This design comes from an exercise in tuning for small area on the open sky130 flow, not from production work. The RTL was checked by simulation tests, not by an equivalence proof against the original design. The flow treats the clock pin as an ideal source, which a real chip does not have. Power is estimated from default activity; no workload was simulated.

===== flow/area.abc =====
strash
&get -n
&deepsyn -T 30
&st
&dch
&nf -a
&put

===== flow/run.sh =====
#!/bin/bash
# The standard layout (standard.sh) with three changes:
#  - synthesis: flow/synth.tcl, the standard synthesis with an area-oriented
#    ABC mapping script (flow/area.abc: a 30 s &deepsyn run, then
#    &dch and area-mode &nf);
#  - clock tree synthesis: no dummy loads, clkbuf_8 buffers throughout;
#  - after CTS, flow/resize_clk.tcl swaps a clkbuf_8 for a clkbuf_4 where
#    the estimated slew at the clock pins stays under 110 ps.
set -euo pipefail
here=$(pwd)
export CTS_ARGS="-sink_clustering_enable -repair_clock_nets -dont_use_dummy_load -root_buf sky130_fd_sc_hd__clkbuf_8 -buf_list sky130_fd_sc_hd__clkbuf_8"
bash standard.sh SYNTH_SCRIPT="$here/flow/synth.tcl" cts > standard_flow_1.log 2>&1
RESULTS_DIR="$here/orfs/results/sky130hd/missile_predictor_fpga/base" PLATFORM_DIR="$FLOW_HOME/platforms/sky130hd" CLK_SLEW_LIMIT_PS=110 \
  openroad -no_init -exit "$here/flow/resize_clk.tcl" > resize_clk.log 2>&1
bash standard.sh SYNTH_SCRIPT="$here/flow/synth.tcl" finish > standard_flow_2.log 2>&1

===== standard.sh =====
#!/bin/bash
# synth_recipe.tcl (not shown) runs the flow's synth.tcl, then flattens the netlist and writes it again
# the make line also repeats each setting of config.mk as NAME=value (left out here)
make -C /OpenROAD-flow-scripts/flow DESIGN_CONFIG=/design/flow/config.mk WORK_HOME=/design/flow/orfs CLKGATE_MAP_FILE= SYNTH_SCRIPT=/design/flow/synth_recipe.tcl "${@:-finish}"

===== constraint.sdc =====
create_clock -name core_clock -period 20.0 [get_ports {clk50mhz}]
set_input_delay 4.0000 -clock core_clock [delete_from_list [all_inputs] [get_ports {clk50mhz}]]
set_output_delay 4.0000 -clock core_clock [all_outputs]
set_load 0.01 [all_outputs]

===== design.v =====
module missile_predictor_fpga(
    input clk50mhz,
    input rst,
    input uart_rx,
    output servo_pwm_out_x,
    output servo_pwm_out_y,
    output uart_tx
);
    reg [10:0] rx_sh;
    reg        rx_dv;
    wire       rx_idle = rx_sh[0];
    reg [2:0]  rx_c8;
    reg [1:0]  rx_c3;
    reg [2:0]  rx_c7;
    reg [4:0]  rx_c31;
    wire       rx_tick = (&rx_c8) & rx_c3[1] & ~|rx_c7[2:1] & ~|rx_c31[4:1];
    wire       rx_start = rx_idle & ~uart_rx;
    always @(posedge clk50mhz) begin
        if (rx_start) begin
            rx_c8 <= 3'd3;
            rx_c3 <= 2'b10;
            rx_c7 <= 3'b001;
            rx_c31 <= 5'b00001;
        end else begin
            rx_c8 <= rx_c8 + 3'd1;
            rx_c3 <= {rx_c3[0], ~|rx_c3};
            rx_c7 <= {rx_c7[1:0], rx_c7[2] ^ rx_c7[1]};
            rx_c31 <= {rx_c31[3:0], rx_c31[4] ^ rx_c31[2]};
        end
    end
    always @(posedge clk50mhz) begin
        if (rst) begin
            rx_sh[0] <= 1'b1;
            rx_dv <= 1'b0;
        end else begin
            rx_dv <= 1'b0;
            if (rx_idle) begin
                if (!uart_rx)
                    rx_sh <= 11'b100_0000_0000;
            end else if (rx_tick) begin
                rx_sh <= {uart_rx, rx_sh[10:1]};
                rx_dv <= rx_sh[1];
            end
        end
    end
    wire [7:0] rx_byte = rx_sh[8:1];
    reg        byte_state;
    reg [7:0]  ux, uy, lx, ly, hx, hy, xpos, ypos;
    reg [4:0]  cnt;
    wire       window = ~cnt[0] & cnt[1] & ~cnt[2];
    wire       cnt14 = ~cnt[0] & ~cnt[3] & ~cnt[4];
    wire       differs = (ux != lx) || (uy != ly);
    wire [8:0] bx, by;                   
    wire [7:0] dx, dy;                   
    wire [7:0] cx, cy;                   
    wire [7:0] sx, sy;                   
    assign bx[0] = 1'b0;
    assign by[0] = 1'b0;
    assign cx[0] = 1'b0;
    assign cy[0] = 1'b0;
    genvar gi;
    generate
        for (gi = 0; gi < 8; gi = gi + 1) begin : g_sub
            assign dx[gi] = lx[gi] ^ hx[gi] ^ bx[gi];
            assign bx[gi+1] = (~lx[gi] & hx[gi]) | (~lx[gi] & bx[gi]) | (hx[gi] & bx[gi]);
            assign dy[gi] = ly[gi] ^ hy[gi] ^ by[gi];
            assign by[gi+1] = (~ly[gi] & hy[gi]) | (~ly[gi] & by[gi]) | (hy[gi] & by[gi]);
        end
    endgenerate
    wire [6:0] vx = {bx[8], dx[7:2]};
    wire [6:0] vy = {by[8], dy[7:2]};
    generate
        for (gi = 0; gi < 7; gi = gi + 1) begin : g_add
            assign sx[gi] = lx[gi+1] ^ vx[gi] ^ cx[gi];
            assign sy[gi] = ly[gi+1] ^ vy[gi] ^ cy[gi];
            assign cx[gi+1] = (lx[gi+1] & vx[gi]) | (lx[gi+1] & cx[gi]) | (vx[gi] & cx[gi]);
            assign cy[gi+1] = (ly[gi+1] & vy[gi]) | (ly[gi+1] & cy[gi]) | (vy[gi] & cy[gi]);
        end
    endgenerate
    assign sx[7] = vx[6] ^ cx[7];
    assign sy[7] = vy[6] ^ cy[7];
    wire [7:0] fx = sx[7] ? 8'd0 : {sx[6:0], lx[0]};
    wire [7:0] fy = sy[7] ? 8'd0 : {sy[6:0], ly[0]};
    wire [7:0] fvx = vx[6] ? 8'd0 : {2'b00, vx[5:0]};
    wire [7:0] fvy = vy[6] ? 8'd0 : {2'b00, vy[5:0]};
    always @(posedge clk50mhz) begin
        if (rst) begin
            byte_state <= 1'b0;
            uy <= 8'd128;
            lx <= 8'd128;
            ly <= 8'd128;
            xpos <= 8'd128;
            ypos <= 8'd128;
            cnt <= 5'b00101;
        end else if (rx_dv) begin
            byte_state <= ~byte_state;
            if (!byte_state) begin
                ux <= rx_byte;
            end else begin
                uy <= rx_byte;
                if (differs) begin
                    lx <= ux;
                    ly <= uy;
                    if (cnt14) begin
                        hx <= ux;
                        hy <= uy;
                    end
                    if (!window)
                        cnt <= {cnt[3:0], cnt[4] ^ cnt[2]};
                end
                if (window) begin
                    xpos <= fx;
                    ypos <= fy;
                    cnt <= 5'b00101;
                end
            end
        end
    end
    reg [8:0]  pr;
    reg [7:0]  pq;
    reg [3:0]  pu;
    reg        lt_x, lt_y, win_d;
    wire       pr_wrap = (pr[5:0] == 6'b000100);               
    wire       pr_95 = pr[8] & pr[7] & ~pr[6] & ~pr[5] & pr[3] & ~pr[2];
    wire       pu_pre = (pu[3:1] == 3'b000);
    wire       pu_last = pu[3] & ~pu[1] & ~pu[0];
    wire       p_end = pu_last & (&pq[7:4]) & pq[2] & pr_95;   
    always @(posedge clk50mhz) begin
        if (rst || p_end) begin
            pr <= 9'b110101110;                                 
            pq <= 8'd170;
            pu <= 4'b0001;
        end else if (pr_wrap) begin
            pr <= 9'b001010101;                                 
            pq <= pq + 8'd1;
            if (&pq)
                pu <= {pu[2:0], pu[3] ^ pu[2]};
        end else begin
            pr <= {pr[7:0], pr[8] ^ pr[4]};
        end
    end
    always @(posedge clk50mhz) begin
        lt_x <= pu_pre | (lt_x & ~(pq == xpos));
        lt_y <= pu_pre | (lt_y & ~(pq == ypos));
        win_d <= ~rst & window;
    end
    assign servo_pwm_out_x = win_d & lt_x;
    assign servo_pwm_out_y = win_d & lt_y;
    reg [2:0]  tx_state;
    reg [10:0] tx_sh;
    wire       tx_busy = |tx_sh[10:1];
    reg [7:0]  tx_byte;
    reg [2:0]  tx_c8;
    reg [1:0]  tx_c3;
    reg [2:0]  tx_c7;
    reg [4:0]  tx_c31;
    wire       tx_tick = (&tx_c8) & ~tx_c3[1] & tx_c3[0] & ~|tx_c7[2:1] & ~|tx_c31[4:1];
    wire       tx_load = ~tx_busy & window & ~tx_state[2];
    always @(posedge clk50mhz) begin
        if (tx_load) begin
            tx_c8 <= 3'd7;
            tx_c3 <= 2'b11;
            tx_c7 <= 3'b001;
            tx_c31 <= 5'b00001;
        end else begin
            tx_c8 <= tx_c8 + 3'd1;
            tx_c3 <= {tx_c3[0], ~|tx_c3};
            tx_c7 <= {tx_c7[1:0], tx_c7[2] ^ tx_c7[1]};
            tx_c31 <= {tx_c31[3:0], tx_c31[4] ^ tx_c31[2]};
        end
    end
    always @(*) begin
        case (tx_state[1:0])
            2'd0: tx_byte = fy;
            2'd1: tx_byte = fx;
            2'd2: tx_byte = fvy;
            default: tx_byte = fvx;
        endcase
    end
    assign uart_tx = tx_sh[0];
    always @(posedge clk50mhz) begin
        if (rst) begin
            tx_state <= 3'd0;
            tx_sh <= 11'd1;
        end else if (tx_busy) begin
            if (tx_tick)
                tx_sh <= {1'b0, tx_sh[10:1]};
        end else if (window) begin
            if (tx_state[2]) begin
                tx_state <= 3'd0;
            end else begin
                tx_sh <= {1'b1, tx_byte, 1'b0, 1'b1};
                tx_state <= tx_state + 3'd1;
            end
        end
    end
endmodule

===== flow/resize_clk.tcl =====
# Downsize clock tree buffers (clkbuf_8 -> clkbuf_4) where the estimated
# slew at the flip-flop clock pins they drive stays under a limit.
set results $::env(RESULTS_DIR)
set plat $::env(PLATFORM_DIR)
read_liberty $plat/lib/sky130_fd_sc_hd__tt_025C_1v80.lib
read_db $results/4_cts.odb
read_sdc $results/4_cts.sdc
source $plat/setRC.tcl
set_propagated_clock [all_clocks]
estimate_parasitics -placement
set limit [expr {[info exists ::env(CLK_SLEW_LIMIT_PS)] ? $::env(CLK_SLEW_LIMIT_PS) : 90.0}]
proc sink_slew {inst} {
  set worst 0
  foreach pin [get_pins -of_objects [get_nets -of_objects [get_pins [get_full_name $inst]/X]]] {
    if {[get_property $pin direction] ne "input"} continue
    foreach e {rise fall} {
      set s [get_property $pin slew_max_$e]
      set ps [expr {[sta::time_ui_sta $s] * 1e12}]
      if {$ps > $worst} { set worst $ps }
    }
  }
  return $worst
}
set block [ord::get_db_block]
foreach inst [get_cells *] {
  set m [get_property $inst ref_name]
  if {$m ne "sky130_fd_sc_hd__clkbuf_8"} continue
  set before [sink_slew $inst]
  replace_cell $inst sky130_fd_sc_hd__clkbuf_4
  estimate_parasitics -placement
  set after [sink_slew $inst]
  # the root also sets the slew at every leaf buffer's input
  set worst_all 0
  foreach p [get_pins -hierarchical */CLK] { foreach e {rise fall} { set s [expr {[sta::time_ui_sta [get_property $p slew_max_$e]] * 1e12}]; if {$s > $worst_all} { set worst_all $s } } }
  if {$after > $limit || $worst_all > $limit} {
    replace_cell $inst sky130_fd_sc_hd__clkbuf_8
    estimate_parasitics -placement
    puts "keep [get_full_name $inst]: $before -> $after ps (worst $worst_all)"
  } else {
    puts "down [get_full_name $inst]: $before -> $after ps (worst $worst_all)"
  }
}
detailed_placement
check_placement
write_db [expr {[info exists ::env(OUT_ODB)] ? $::env(OUT_ODB) : "$results/4_cts.odb"}]

===== config.mk =====
export PLATFORM = sky130hd
export DESIGN_NAME = missile_predictor_fpga
export DESIGN_NICKNAME = missile_predictor_fpga
export VERILOG_FILES = /design/flow/design.v
export SDC_FILE = /design/flow/constraint.sdc
export NUM_CORES = 4
export LEC_CHECK = 0
export CAP_MARGIN = 20
export CORE_MARGIN = 2
export CORE_UTILIZATION = 40
export SLEW_MARGIN = 20

===== flow/synth.tcl =====
# The standard synthesis script (synth_recipe.tcl), with one change: ABC
# maps the logic with an area-oriented script (flow/area.abc) in place of
# ORFS's delay-oriented one. Everything before ABC, the flip-flop mapping
# included, is unchanged, so the registers are the standard synthesis's.
set area_abc [file join [file dirname [file normalize [info script]]] area.abc]
proc synth {args} { yosys synth -nofsm -noshare {*}$args }
proc abc {args} {
  set i [lsearch -exact $args -script]
  if {$i >= 0} { set args [lreplace $args [expr {$i + 1}] [expr {$i + 1}] $::area_abc] }
  yosys abc {*}$args
}
source $::env(SCRIPTS_DIR)/synth.tcl
# left out here: clear keep_hierarchy, flatten, clean up, hide names made inside functions, write 1_2_yosys.v

==> key figures, run 1 <==
Routing
  – Metal3 WL: 498 microns
  – Final wirelength: 11.97 mm
  – Via Count: 3883
  – Met1 wire length: 5.605 mm
  – Via density: 5.341
  – DR top layer: met4
  – First drt pass iteration count: 5
  – Antenna violation net count after detailed routing: 0
  – Drt wl/cell: 16.46 microns
  – DRC: 0
  – Met2 wire length: 5.636 mm
  – First DRT Iteration DRCs: 338

Synthesis
  – Top cells by area, synth: dfxtp_1 (37%), edfxtp_1 (17%), fa_1 (8.0%)
  – Synth top area share: 37.34%
  – Leading area contributor after synthesis: dfxtp_1
  – Syn Nets: 560
  – Syn Area/Cell: 11.57 sq um
  – Synth warn: 1
  – Synth Register Bits: 146
  – Post-synthesis sequential area ratio: 54.34%
  – EDFF count, synth: 34
  – Area of the mapped netlist: 6005 sq um
  – Main flop type after synthesis: dfxtp_1
  – Cell variety after synth: 47
  – Mapped Cells: 519
  – Synth async-reset ratio: 0%

GRT
  – Total global-route track usage: 16.09%
  – First-pass GRT wire length: 20.07 mm
  – Vias in the first global route: 4049
  – Largest net degree at the start of global routing: 24
  – Total grt overflow: 0
  – Antenna violations before repair: 0

Clocking
  – H-Tree Depth: 4
  – # hold bufs at CTS: 0
  – TritonCTS clock tree: yes
  – Number of clock sinks: 146
  – Clk slew on worst S/H paths: 0.07 ns
  – Clk buf depth: 2
  – CTS Buf Count: 17
  – Post_cts resized: 0
  – Clk Latency, worst-skew pair: 0.43 ns
  – Post-CTS Setup Bufs: 0
  – Root buf cell: clkbuf_8

Floorplan
  – Die W: 126.5 microns
  – Initial Util: 41.16%
  – Core ar.: 14590 sq um
  – Die Area: 16010 sq um
  – Row cnt: 44
  – DIE HEIGHT: 126.5 microns
  – IO Count: 6

STA
  – Setup TNS: 0 ns
  – Tcrit/Tclk final: 30.30%
  – Slew Limit Fails: 0
  – Worst rel slew slack: 33.39%
  – Period minus WS final: 6.059 ns
  – Final Setup Violations: 0
  – Final Hold Viols: 0
  – Worst slew pin tran: 0.9853 ns
  – RSZ-0062 raised after global routing: no
  – FMAX: 0.1650 GHz
  – Final setup skew: 0.03091 ns

Run
  – Max cap viols: 0

Cells and area
  – Area Overhead vs Synth: 8.022%
  – Nets: 586
  – Area of the multi-input gates: 2590 sq um
  – Commonest non-fill, non-tap cell in the layout: dfxtp_1
  – Register area: 3263 sq um
  – Final design instance area without fill: 6486 sq um
  – Antenna diodes: 0
  – Commonest cells after routing, fill and taps aside: dfxtp_1 (112), clkinv_1 (46), a22o_1 (39)
  – Layout cell share with drive strength beyond 1: 4.236%
  – # fillers: 1370

Place
  – Count of input and output buffers: 5
  – RD Place Congestion: 0.8801
  – Post-DP HPWL: 9.043 mm
  – Post-DP Area: 6312 sq um

Setup path
  – CP arrival: 6.15 ns
  – Flop2flop setup slack: 14.44 ns
  – Critical Path Start Type: input pin
  – WP data required: 20.10 ns
  – Worst Path Max Fanout: 23
  – CP Capture Type: register
  – CP Class: input pin to register

Pwr
  – Maximum vdd drop: 45.50 uV
  – P_leak: 2.404 nW
  – Pwr Density: 71.92 nW/um^2

Worst hold path
  – Hold Path Class: register to register

Status
  – Status: timing/DRC/antenna clean
## sequential cells by signal, indices dropped and copies added, names as in the netlist, 4 cells and up
name and count:
lx 8, ly 8, cnt 5, hy 8, hx 8, ux 8
xpos 8, tx_c31 5, tx_sh 11, pq 8, rx_c31 5, uy 8
rx_sh 11, pr 9, pu 4, ypos 8
## layout make-up
| type | instances | share of cell area (%) |
|---|---|---|
| Sequential cell | 146 | 50.31 |
| Multi-Input combinational cell | 327 | 39.93 |
| Tap cell | 184 | 3.549 |
| Inverter | 46 | 2.662 |
| Clock buffer | 17 | 2.546 |
| Timing Repair Buffer | 7 | 1.003 |
## where the power goes
part | total (mW) | internal, mW | switching, mW
clock network | 0.139 | 0.0522 | 0.0871
registers | 0.313 | 0.309 | 0.00402
logic | 0.0143 | 0.00663 | 0.00771
## final timing paths
| check | from | to | depth (start not counted) |
|---|---|---|---|
| worst max-delay path | rst | hy[6] | 6 |
| worst max register to register | ly[0] | tx_sh[2] | 14 |
| worst min-delay path | rx_c8[0] | rx_c8[0] | 1 |
| worst min register to register | rx_c8[0] | rx_c8[0] | 1 |
## cells in the mapped netlist, drive strengths merged, types with 2 or more instances
cell and instances:
a22o 39, nand4 4, a21oi 15, ha 14
o21ai 17, a21o 4, nand2b 14, a221o 8
clkinv 46, or2 6, and4 2, a32o 3
o21a 2, nor3 4, nor2 27, xnor2 12
and2 19, a221oi 9, nand2 27, a31oi 3
nor2b 16, dfxtp 112, nor4b 8, nand3 4
or3 3, edfxtp 34, o22ai 9, and3 3
nor4 6, fa 24, xor2 9
## critical path, cell delays in order
cell and delay, ns:
clkdlybuf4s50_1 0.74, or2_0 0.44, a31oi_1 0.18, buf_4 0.28
nor4b_2 0.23, buf_4 0.27
## layer usage
metal	vias up	track usage, %
met3	16	4.091
met2	68	25.86
met4	0	7.757
li1	1915	-
met1	1884	20.31
met5	-	0
## kinds of logic (layout without fill, tap and decap cells)
logic type / Yosys count / count (layout) / share of synthesized area [%]
flops: 146 / 146 / 54.34
simple gates: 145 / 145 / 13.17
compound gates: 121 / 121 / 15.27
buf+inv: 46 / 70 / 2.876
fa+ha+maj: 39 / 39 / 11.09
xor+xnor: 21 / 21 / 3.063
mux: 1 / 1 / 0.1875
## per-stage QoR
stage | total power, mW | utilization, % | hold slack [ns] | setup WS, ns | cells
global route | 0.4877 | 44.46 | 0.4009 | 13.80 | 727
finish | 0.4665 | 44.46 | 0.3908 | 13.94 | 727
floorplan | 0.3292 | - | 0.3623 | 12.57 | 519
global placement | 0.3335 | 43.22 | 0.3690 | 13.46 | 710
detailed placement | 0.3342 | 43.27 | 0.3738 | 13.33 | 710
CTS | 0.4998 | 44.87 | 0.3939 | 13.80 | 727
==> run 2: changes to the inputs <==
--- a/config.mk
+++ b/config.mk
@@ -9,3 +9,3 @@
 export CORE_MARGIN = 2
-export CORE_UTILIZATION = 40
+export CORE_UTILIZATION = 65
 export SLEW_MARGIN = 20
==> run 2 against run 1 <==
Still clean. First-iteration DRC count is 31% lower. Die area is 37% lower. Total power shrank 1.1%. Fmax decreased by 0.93%. Count of clock-buffer cells in the layout is the same. Clock skew barely moved. Sequential cell count is the same.
==> key figures, run 2 <==
Status
  – Status: timing/DRC/antenna clean

Cells and area
  – Final core utilization: 70.08% (+26 points)
  – Register area: 3263 sq um (unchanged)
  – Commonest non-fill, non-tap cell in the layout: dfxtp_1
  – # fillers: 717 (-48%)
  – Final std cells w/o fill: 655 (-9.9%)
  – Area Overhead vs Synth: 6.314%
  – Nets: 587 (+0.17%)
  – Antenna diodes: 0 (unchanged)
  – Biggest regs: rx_sh x11, tx_sh x11, pr x9
  – Commonest cells after routing, fill and taps aside: dfxtp_1 (112), clkinv_1 (46), a22o_1 (39)
  – Area of the multi-input gates: 2584 sq um (-0.24%)
  – Layout cell share with drive strength beyond 1: 4.228% (-0.0078 points)

GRT
  – Antenna violations before repair: 0 (unchanged)
  – First-pass GRT wire length: 18.84 mm (-6.1%)
  – Largest net degree at the start of global routing: 24 (unchanged)
  – Total global-route track usage: 24.71% (+8.6 points)
  – Total grt overflow: 0 (unchanged)
  – Vias in the first global route: 3796 (-6.2%)

Setup path
  – Worst path max stage delay: 0.79 ns (+0.05 ns)
  – CP Capture Type: register
  – Slowest cell on crit path: clkdlybuf4s50_1
  – Reg2Reg Depth: 14 (unchanged)
  – WP data required: 20.32 ns (+0.22 ns)
  – CP Class: input pin to register
  – Critical Path Start Type: input pin
  – CP arrival: 6.43 ns (+0.28 ns)
  – Critical path buffers and inverters: 1 (-2)
  – Worst Path Max Fanout: 15 (-35%)
  – CP top delay family: simple AND/OR/NAND/NOR gates
  – Worst path depth: 6 (unchanged)
  – CP Cell Sequence: clkdlybuf4s50_1 > nor2_1 > nand2_1 > nor2_1 > nand2_1 > o21ai_0

Place
  – Placed cells: 638 (-10%)
  – Post-DP HPWL: 8.782 mm (-2.9%)
  – RD Place Congestion: 0.9455 (+7.4%)
  – Count of input and output buffers: 5 (unchanged)

Synthesis
  – Syn Nets: 560 (unchanged)
  – EDFF count, synth: 34 (unchanged)
  – Main flop type after synthesis: dfxtp_1
  – Synth cell count leaders: dfxtp_1 (112), clkinv_1 (46), a22o_1 (39), edfxtp_1 (34)
  – Top cells by area, synth: dfxtp_1 (37%), edfxtp_1 (17%), fa_1 (8.0%)
  – Cell variety after synth: 47 (unchanged)
  – Mapped Cells: 519 (unchanged)
  – Leading area contributor after synthesis: dfxtp_1
  – Post-synthesis sequential area ratio: 54.34% (unchanged)
  – Synth Register Bits: 146 (unchanged)
  – Synth async-reset ratio: 0% (unchanged)
  – Synth top area share: 37.34% (unchanged)
  – Area of the mapped netlist: 6005 sq um (unchanged)
  – Synth warn: 1 (unchanged)
  – Most common cell in the netlist: dfxtp_1
  – Syn Area/Cell: 11.57 sq um (unchanged)

Clocking
  – Post_cts resized: 0 (unchanged)
  – Clk buf depth: 2 (unchanged)
  – Post-CTS Setup Bufs: 0 (unchanged)
  – CTS Buf Count: 17 (unchanged)
  – Number of clock sinks: 146 (unchanged)
  – Root buf cell: clkbuf_8
  – Clk Latency, worst-skew pair: 0.41 ns (-0.02 ns)
  – Clk slew on worst S/H paths: 0.09 ns (+0.02 ns)
  – TritonCTS clock tree: yes
  – H-Tree Depth: 4 (unchanged)
  – # hold bufs at CTS: 0 (unchanged)

STA
  – Final Setup Violations: 0 (unchanged)
  – Final setup skew: 0.03120 ns (+0.0002906 ns)
  – Period minus WS final: 6.116 ns (+0.05670 ns)
  – Worst slew pin tran: 1.101 ns (+0.1153 ns)
  – FMAX: 0.1635 GHz (-0.93%)
  – Final Hold Viols: 0 (unchanged)
  – Slew Limit Fails: 0 (unchanged)
  – Worst-case hold slack: 0.3981 ns (+0.007307 ns)
  – Tcrit/Tclk final: 30.58% (+0.28 points)
  – Worst rel slew slack: 25.59% (-7.8 points)
  – Setup TNS: 0 ns (unchanged)
  – RSZ-0062 raised after global routing: no

Routing
  – Via density: 6.058 (+13%)
  – DRC: 0 (unchanged)
  – Final wirelength: 11.59 mm (-3.1%)
  – Via Count: 3968 (+2.2%)
  – First DRT Iteration DRCs: 232 (-31%)
  – First drt pass iteration count: 5 (unchanged)
  – Antenna violation net count after detailed routing: 0 (unchanged)
  – Drt wl/cell: 17.70 microns (+7.5%)

Floorplan
  – Core ar.: 9109 sq um (-38%)
  – IO Count: 6 (unchanged)
  – Row cnt: 35 (-20%)
  – Die W: 100.1 microns (-21%)
  – DIE HEIGHT: 100.1 microns (-21%)
  – Die Area: 10020 sq um (-37%)
  – Initial Util: 65.92% (+25 points)

Run
  – Max cap viols: 0 (unchanged)

Pwr
  – Clock power frac: 29.1% (-0.8 points)
  – Sw frac: 21.19% (about the same)
  – Psw: 0.09779 mW (-1.1%)
  – Cell-internal power: 0.3636 mW (-1.1%)
  – P_leak: 2.403 nW (about the same)
  – Maximum vdd drop: 45.55 uV (+0.11%)
  – Pwr Density: 72.28 nW/um^2 (+0.50%)
  – Total power: 0.4614 mW (-1.1%)
  – Comb pwr share: 3.1% (about the same)
  – Reg power frac: 67.8% (+0.7 points)

Worst hold path
  – Hold path cells: 1 (unchanged)
  – Hold Path Class: register to register
run 2: cell counts after synthesis:
No cell type changed its count.
run 2: power by group through the flow:
stage | Combinational (mW) | Clock [mW] | Sequential, mW
floorplan | 0.0109 | 0 | 0.318
global placement | 0.0139 | 0 | 0.319
detailed placement | 0.0145 | 0 | 0.320
CTS | 0.0147 | 0.168 | 0.313
global route | 0.0169 | 0.149 | 0.314
finish | 0.0145 | 0.134 | 0.313
run 2: cell families (layout without fill, tap and decap cells):
group,after synthesis,in the layout,synth area share (%)
compound gates,121,121,15.27
buf+inv,46,71,2.876
xor+xnor,21,21,3.063
flops,146,146,54.34
simple gates,145,145,13.17
fa+ha+maj,39,39,11.09
mux,1,1,0.1875
run 2: worst paths after layout:
path	start	to	slack, ns
worst max-delay path	rst	ypos[5]	13.88
worst min-delay path	tx_c8[0]	tx_c8[0]	0.40
worst max register to register	ly[0]	tx_sh[2]	14.42
worst min register to register	tx_c8[0]	tx_c8[0]	0.40
run 2: cell type report:
type                    count  share of cell area [%]
clock buffers              17                   2.391
inverters                  46                   2.705
well taps                 111                   2.176
repair buffers              8                   1.137
flip-flops and latches    146                   51.12
multi-input cells         327                   40.47
run 2: routing by layer:
| metal | vias up | global-route usage [%] | wire, microns |
|---|---|---|---|
| li1 | 1932 | - | - |
| met4 | 0 | 9.273 | 244 |
| met2 | 102 | 38.46 | 5402 |
| met3 | 21 | 6.685 | 520 |
| met1 | 1913 | 33.50 | 5425 |
| met5 | - | 0 | 0 |
run 2: through the flow:
step / setup WS [ns] / cell area, sq um
3_3_place_gp: 13.37 / 6222
2_1_floorplan: 12.57 / 6005
4_1_cts: 13.78 / 6456
5_1_grt: 13.67 / 6384
3_5_place_dp: 13.31 / 6222
6_report: 13.88 / 6384
run 2: worst reg2reg max path: stages, from the launching register on:
cell	delay, ns
dfxtp_1	0.38
nand2b_1	0.17
maj3_1	0.36
fa_1	0.39
fa_1	0.50
fa_1	0.45
fa_1	0.39
fa_1	0.39
fa_1	0.39
fa_1	0.39
fa_1	0.38
xor2_1	0.19
nor4b_2	0.63
a221oi_1	0.30
o22ai_1	0.21
==> run 3: changes to the inputs <==
--- a/flow/run.sh
+++ b/flow/run.sh
@@ -4,3 +4,3 @@
 #    ABC mapping script (flow/area.abc: a 30 s &deepsyn run, then
-#    &dch and area-mode &nf);
+#    &dch and area-mode &nf with the delay constraint relaxed);
 #  - clock tree synthesis: no dummy loads, clkbuf_8 buffers throughout;
==> flow/area.abc (replaced) <==
strash
&get -n
&deepsyn -T 30
&st
&dch
&nf -a -R 1000 -p -F 8 -A 8 -C 32
&put
==> run 3 against run 2 <==
Wire length down 1.7%. Combinational power up 97%. Utilization up 1.9 points. Cell area down 0.73%. Sequential cell count unchanged. Critical endpoint is now cnt[0]. Sequential share of layout area up 0.37 points. Area after synthesis down 0.67%. Non-clock buffer count unchanged. Clock power about the same. Clock skew up 0.00086 ns. Final cell count down 2.4%. Still clean. Largest power group unchanged.
==> key figures, run 3 <==
Setup path
  – Worst Path Max Fanout: 23 (+8)
  – WP data required: 20.27 ns (-0.05 ns)
  – Critical Path Start Type: input pin
  – CP Cell Sequence: clkdlybuf4s50_1 > or2_0 > a41oi_1 > buf_4 > nor2_1 > nand2_1 > nor2_1 > a31oi_1
  – Slowest cell on crit path: clkdlybuf4s50_1
  – CP Class: input pin to register
  – CP Capture Type: register
  – CP arrival: 6.64 ns (+0.21 ns)
  – Worst path max stage delay: 0.83 ns (+0.04 ns)
  – Crit-path most repeated cell: nor2_1

Cells and area
  – Antenna diodes: 0 (unchanged)
  – Nets: 574 (-2.2%)
  – Area Overhead vs Synth: 6.251% (about the same)
  – Final std cells w/o fill: 639 (-2.4%)
  – Commonest non-fill, non-tap cell in the layout: dfxtp_1
  – Commonest cells after routing, fill and taps aside: dfxtp_1 (112), a22o_1 (52), clkinv_1 (46)
  – Final design instance area without fill: 6337 sq um (-0.73%)
  – # fillers: 658 (-8.2%)
  – Layout cell share with drive strength beyond 1: 4.143% (-0.085 points)
  – Biggest regs: rx_sh x11, tx_sh x11, pr x9

Clocking
  – Post_cts resized: 0 (unchanged)
  – Clk Latency, worst-skew pair: 0.42 ns (about the same)
  – Clk slew on worst S/H paths: 0.09 ns (about the same)
  – TritonCTS clock tree: yes
  – Clk buf depth: 2 (unchanged)
  – Root buf cell: clkbuf_8
  – Number of clock sinks: 146 (unchanged)
  – CTS Buf Count: 17 (unchanged)
  – # hold bufs at CTS: 0 (unchanged)
  – Post-CTS Setup Bufs: 0 (unchanged)
  – H-Tree Depth: 4 (unchanged)

Pwr
  – Cell-internal power: 0.3841 mW (+5.6%)
  – Sw frac: 21.65% (+0.46 points)
  – Clock power frac: 26.8% (-2.3 points)
  – Comb pwr share: 5.8% (+2.7 points)
  – Maximum vdd drop: 53.36 uV (+17%)
  – P_leak: 2.412 nW (+0.39%)
  – Psw: 0.1062 mW (+8.6%)
  – Total power: 0.4903 mW (+6.3%)
  – Reg power frac: 67.4% (-0.4 points)
  – Pwr Density: 77.36 nW/um^2 (+7.0%)

STA
  – Tcrit/Tclk final: 31.82% (+1.2 points)
  – Final Hold Viols: 0 (unchanged)
  – Period minus WS final: 6.364 ns (+0.2477 ns)
  – FMAX: 0.1571 GHz (-3.9%)
  – Worst slew pin tran: 1.040 ns (-0.06081 ns)
  – Slew Limit Fails: 0 (unchanged)
  – Final setup skew: 0.03206 ns (+0.0008626 ns)
  – Setup TNS: 0 ns (unchanged)
  – RSZ-0062 raised after global routing: no
  – Final Setup Violations: 0 (unchanged)
  – Worst rel slew slack: 30.42% (+4.8 points)

Routing
  – Final wirelength: 11.40 mm (-1.7%)
  – Via density: 6.180 (+2.0%)
  – Drt wl/cell: 17.83 microns (+0.75%)
  – Antenna violation net count after detailed routing: 0 (unchanged)
  – First DRT Iteration DRCs: 297 (+28%)
  – DRC: 0 (unchanged)
  – Via Count: 3949 (-0.48%)
  – First drt pass iteration count: 5 (unchanged)

Synthesis
  – Synth Register Bits: 146 (unchanged)
  – Synth async-reset ratio: 0% (unchanged)
  – Synth cell count leaders: dfxtp_1 (112), a22o_1 (52), clkinv_1 (46), nor2_1 (36), edfxtp_1 (34)
  – Mapped Cells: 506 (-2.5%)
  – Post-synthesis sequential area ratio: 54.71% (+0.36 points)
  – EDFF count, synth: 34 (unchanged)
  – Syn Nets: 547 (-2.3%)
  – Synth warn: 1 (unchanged)
  – Cell variety after synth: 45 (-4.3%)
  – Top cells by area, synth: dfxtp_1 (38%), edfxtp_1 (17%), fa_1 (8.1%)
  – Most common cell in the netlist: dfxtp_1
  – Main flop type after synthesis: dfxtp_1
  – Area of the mapped netlist: 5964 sq um (-0.67%)
  – Syn Area/Cell: 11.79 sq um (+1.9%)
  – Synth top area share: 37.59% (+0.25 points)
  – Leading area contributor after synthesis: dfxtp_1

Place
  – RD Place Congestion: 0.8460 (-11%)
  – Post-DP HPWL: 8.554 mm (-2.6%)
  – Count of input and output buffers: 5 (unchanged)
  – Placed cells: 622 (-2.5%)
  – Post-DP Area: 6185 sq um (-0.60%)

Status
  – Status: timing/DRC/antenna clean

GRT
  – Total global-route track usage: 25.41% (+0.70 points)
  – Antenna violations before repair: 0 (unchanged)
  – First-pass GRT wire length: 19.49 mm (+3.4%)
  – Largest net degree at the start of global routing: 24 (unchanged)
  – Vias in the first global route: 3952 (+4.1%)
  – Total grt overflow: 0 (unchanged)

Floorplan
  – IO Count: 6 (unchanged)
  – DIE HEIGHT: 99.79 microns (-0.32%)
  – Core ar.: 8806 sq um (-3.3%)
  – Initial Util: 67.73% (+1.8 points)
  – Row cnt: 34 (-2.9%)
  – Die W: 99.79 microns (-0.32%)
  – Die Area: 9958 sq um (-0.64%)

Run
  – Max cap viols: 0 (unchanged)

Worst hold path
  – Hold Path Class: register to register
run 3: final timing paths:
check / end / slack, ns / cells past startpoint / start
setup / recovery: cnt[0] / 13.64 / 8 / rst
hold / removal: tx_c8[0] / 0.40 / 1 / tx_c8[0]
setup reg to reg: tx_sh[2] / 14.33 / 17 / lx[0]
hold reg to reg: tx_c8[0] / 0.40 / 1 / tx_c8[0]
run 3: layer usage:
| metal | part of all wire, % | global-route usage, % | vias to the layer above |
|---|---|---|---|
| li1 | - | - | 1892 |
| met1 | 45 | 34.20 | 1913 |
| met2 | 47 | 39.86 | 118 |
| met3 | 5.8 | 6.964 | 26 |
| met4 | 2.3 | 9.589 | 0 |
| met5 | 0 | 0 | - |
run 3: final cells by class:
| type | instances | area (sq um) | share of cell area (%) |
|---|---|---|---|
| inverter | 46 | 172.7 | 2.725 |
| sequential | 146 | 3263 | 51.49 |
| multi-input combinational | 314 | 2541 | 40.10 |
| clock buffer | 17 | 152.6 | 2.409 |
| tap | 108 | 135.1 | 2.132 |
| timing repair buffer | 8 | 72.57 | 1.145 |
run 3: worst max-delay path, delay by kind of cell:
kind                   cells  cell delay, ns
AND/OR/NAND/NOR            4            1.42
buffers and inverters      2            1.07
AO/OA/AOI/OAI              2            0.11
run 3: cells by family (layout without fill, tap and decap cells):
logic type,after synthesis,count (layout),share of synthesized area (%)
DFF,146,146,54.71
adders and majority gates,40,40,11.33
xor gates and xnor gates,18,18,2.643
buffers and inverters,46,71,2.895
AOI/OAI and AO/OA,122,122,16.47
and+or+nand+nor,133,133,11.77
muxes,1,1,0.1888
run 3: metrics by stage:
step                      utilization [%]  worst slack [ns]  hold slack [ns]
after floorplan                         -             12.55           0.3623
after global placement              70.16             13.37           0.3689
after detailed placement            70.23             13.21           0.3833
after CTS                           72.89             13.64           0.3932
after global routing                71.97             13.41           0.4166
final                               71.97             13.64           0.3989
run 3: power groups by stage:
stage	sequential [mW]	combinational (mW)	clock (mW)
after floorplan	0.334	0.0220	0
after global placement	0.336	0.0267	0
after detailed placement	0.337	0.0285	0
after CTS	0.331	0.0289	0.165
after global routing	0.333	0.0337	0.148
final	0.330	0.0286	0.131
==> run 4: changes to the inputs <==
--- a/flow/run.sh
+++ b/flow/run.sh
@@ -1,3 +1,3 @@
 #!/bin/bash
-# The standard layout (standard.sh) with three changes:
+# The standard layout (standard.sh) with four changes:
 #  - synthesis: flow/synth.tcl, the standard synthesis with an area-oriented
@@ -5,2 +5,3 @@
 #    &dch and area-mode &nf with the delay constraint relaxed);
+#  - port buffers: buf_1 (the smallest buffer) in place of clkdlybuf4s50_1;
 #  - clock tree synthesis: no dummy loads, clkbuf_8 buffers throughout;
@@ -10,2 +11,3 @@
 here=$(pwd)
+export BUFFER_PORTS_ARGS="-buffer_cell sky130_fd_sc_hd__buf_1"
 export CTS_ARGS="-sink_clustering_enable -repair_clock_nets -dont_use_dummy_load -root_buf sky130_fd_sc_hd__clkbuf_8 -buf_list sky130_fd_sc_hd__clkbuf_8"
==> run 4 against run 3 <==
Still clean on timing, DRC and antenna. Sequential share of layout area is 0.23 points higher. Wire length decreased by 1.1%. Combinational power shrank 3%. Critical path depth unchanged.
==> key figures, run 4 <==
Status
  – Status: timing/DRC/antenna clean

Setup path
  – Worst Path Max Fanout: 23 (unchanged)
  – Slowest cell on crit path: nor2_1
  – CP top delay family: simple AND/OR/NAND/NOR gates
  – Critical path buffers and inverters: 2 (unchanged)
  – CP Cell Sequence: buf_1 > or2_0 > a41oi_1 > buf_4 > nor2_1 > nand2_1 > nor2_1 > a21oi_1
  – CP Capture Type: register
  – CP Class: input pin to register
  – CP arrival: 6.27 ns (-0.37 ns)
  – Crit-path most repeated cell: nor2_1
  – Critical Path Start Type: input pin
  – WP data required: 20.28 ns (about the same)
  – Worst path max stage delay: 0.79 ns (-0.04 ns)

Clocking
  – Clk slew on worst S/H paths: 0.09 ns (about the same)
  – TritonCTS clock tree: yes
  – Post_cts resized: 0 (unchanged)
  – # hold bufs at CTS: 0 (unchanged)
  – Root buf cell: clkbuf_8
  – Clk buf depth: 2 (unchanged)
  – Clk Latency, worst-skew pair: 0.40 ns (-0.02 ns)
  – H-Tree Depth: 4 (unchanged)
  – Post-CTS Setup Bufs: 0 (unchanged)
  – Number of clock sinks: 146 (unchanged)
  – CTS Buf Count: 17 (unchanged)

Synthesis
  – Syn Nets: 547 (unchanged)
  – Top cells by area, synth: dfxtp_1 (38%), edfxtp_1 (17%), fa_1 (8.1%)
  – Main flop type after synthesis: dfxtp_1
  – EDFF count, synth: 34 (unchanged)
  – Synth top area share: 37.59% (unchanged)
  – Most common cell in the netlist: dfxtp_1
  – Synth warn: 1 (unchanged)
  – Synth async-reset ratio: 0% (unchanged)
  – Synth Register Bits: 146 (unchanged)
  – Post-synthesis sequential area ratio: 54.71% (unchanged)
  – Syn Area/Cell: 11.79 sq um (unchanged)
  – Area of the mapped netlist: 5964 sq um (unchanged)
  – Leading area contributor after synthesis: dfxtp_1
  – Mapped Cells: 506 (unchanged)
  – Cell variety after synth: 45 (unchanged)
  – Synth cell count leaders: dfxtp_1 (112), a22o_1 (52), clkinv_1 (46), nor2_1 (36), edfxtp_1 (34)

Routing
  – Via Count: 3881 (-1.7%)
  – Via density: 6.074 (-1.7%)
  – First drt pass iteration count: 5 (unchanged)
  – Drt wl/cell: 17.63 microns (-1.1%)
  – First DRT Iteration DRCs: 297 (unchanged)
  – DRC: 0 (unchanged)
  – Final wirelength: 11.27 mm (-1.1%)
  – Antenna violation net count after detailed routing: 0 (unchanged)

STA
  – Period minus WS final: 5.994 ns (-0.3693 ns)
  – Setup TNS: 0 ns (unchanged)
  – Final Hold Viols: 0 (unchanged)
  – FMAX: 0.1668 GHz (+6.2%)
  – Tcrit/Tclk final: 29.97% (-1.8 points)
  – Slew Limit Fails: 0 (unchanged)
  – RSZ-0062 raised after global routing: no
  – Worst rel slew slack: 31.33% (+0.91 points)
  – Final setup skew: 0.02466 ns (-0.007400 ns)
  – Final Setup Violations: 0 (unchanged)
  – Worst slew pin tran: 1.026 ns (-0.01362 ns)
  – Setup WS post-layout: 14.01 ns (+0.3693 ns)

Floorplan
  – Die W: 99.79 microns (unchanged)
  – Die Area: 9958 sq um (unchanged)
  – DIE HEIGHT: 99.79 microns (unchanged)
  – Initial Util: 67.73% (unchanged)
  – Row cnt: 34 (unchanged)
  – Core ar.: 8806 sq um (unchanged)
  – IO Count: 6 (unchanged)

Cells and area
  – Final design instance area without fill: 6309 sq um (-0.45%)
  – Biggest regs: rx_sh x11, tx_sh x11, pr x9
  – Commonest non-fill, non-tap cell in the layout: dfxtp_1
  – Nets: 574 (unchanged)
  – Final std cells w/o fill: 639 (unchanged)
  – Antenna diodes: 0 (unchanged)
  – Layout cell share with drive strength beyond 1: 4.331% (+0.19 points)
  – Area Overhead vs Synth: 5.769%
  – Commonest cells after routing, fill and taps aside: dfxtp_1 (112), a22o_1 (52), clkinv_1 (46)

Place
  – Pre-CTS setup slack: 13.60 ns (+0.3845 ns)
  – Count of input and output buffers: 5 (unchanged)
  – Post-DP HPWL: 8.624 mm (+0.82%)
  – Post-DP Area: 6147 sq um (-0.61%)
  – Placed cells: 622 (unchanged)
  – RD Place Congestion: 0.8585 (+1.5%)

GRT
  – Total global-route track usage: 24.97% (-0.45 points)
  – Antenna violations before repair: 0 (unchanged)
  – Largest net degree at the start of global routing: 24 (unchanged)
  – Total grt overflow: 0 (unchanged)
  – First-pass GRT wire length: 19.09 mm (-2.1%)
  – Vias in the first global route: 3822 (-3.3%)

Pwr
  – Pwr Density: 77.44 nW/um^2 (about the same)
  – Maximum vdd drop: 60.60 uV (+14%)
  – P_leak: 2.399 nW (-0.54%)

Worst hold path
  – Hold Path Class: register to register

Run
  – Max cap viols: 0 (unchanged)
==> run 4: path summary, 6_finish.rpt <==
path                  from       end  slack [ns]  depth (start not counted)
hold / removal    tx_c8[0]  tx_c8[0]        0.39                          1
setup reg to reg     lx[0]  tx_sh[2]       14.42                         17
setup / recovery       rst    cnt[2]       14.01                          8
hold reg to reg   tx_c8[0]  tx_c8[0]        0.39                          1
==> run 4: routing by layer <==
layer  GRT usage [%]  up-vias  share of wire [%]
li1                -     1890                  -
met4           8.535        0               0.72
met2           39.19       94                 48
met1           34.87     1891                 47
met5               0        -                  0
met3           5.501        6                4.9
==> run 4: area by class of cell <==
class / count / area, sq um
clock buffers: 17 / 152.6
inverters: 46 / 172.7
repair buffers: 8 / 41.29
fillers: 663 / 2497
well taps: 108 / 135.1
multi-input cells: 314 / 2544
flip-flops and latches: 146 / 3263
==> run 4: cells by family (layout without fill, tap and decap cells) <==
logic type / Yosys count / after routing / share of synthesized area (%)
flops: 146 / 146 / 54.71
simple gates: 133 / 133 / 11.77
compound gates: 122 / 122 / 16.47
buf+inv: 46 / 71 / 2.895
fa+ha+maj: 40 / 40 / 11.33
xor+xnor: 18 / 18 / 2.643
mux: 1 / 1 / 0.1888
==> run 4: through the flow <==
step / utilization (%) / hold slack, ns / power [mW]
after global placement: 69.81 / 0.3692 / 0.3626
after global routing: 71.64 / 0.4021 / 0.5120
after CTS: 72.46 / 0.3966 / 0.5257
after detailed placement: 69.81 / 0.3744 / 0.3649
after floorplan: - / 0.3623 / 0.3562
final: 71.64 / 0.3944 / 0.4885
==> run 4: where the power goes <==
part | switching [mW] | internal (mW)
clock | 0.0825 | 0.0481
sequential | 0.00923 | 0.321
combinational | 0.0133 | 0.0143

port drivers added, routing unchanged:
The flow's constraints put no driver on any port. The routed layouts listed below were extracted and timed again, unchanged, in two steps.
Step 1, drivers: a clkbuf_16 drives clk50mhz and a buf_2 each remaining input, both assumed.
Step 2 times the ports against the registers' clock, not the clock port: input delays grow and output delays shrink by t, the midpoint of the rising clock arrivals with the driver on.
a / b / c = ideal / step 1 / step 2; a / b = the first two.
run | t, ns | setup WS [ns] | hold slack, ns | worst setup path at the end | worst data-port slew with drivers (ns)
run 1 | 0.449 | 13.941 / 13.956 / 13.507 | 0.391 / 0.391 / 0.391 | input to register | 0.03
run 2 | 0.426 | 13.884 / 13.898 / 13.471 | 0.398 / 0.398 / 0.398 | input to register | 0.03
run 3 | 0.431 | 13.636 / 13.647 / 13.216 | 0.399 / 0.399 / 0.399 | input to register | 0.03
run 4 | 0.419 | 14.006 / 14.010 / 13.590 | 0.394 / 0.394 / 0.394 | input to register | 0.03
After both steps every run listed still meets setup and hold. For run 1, which loses most, drivers alone change the setup slack by +0.015 ns; drivers and shift together by -0.434 ns.
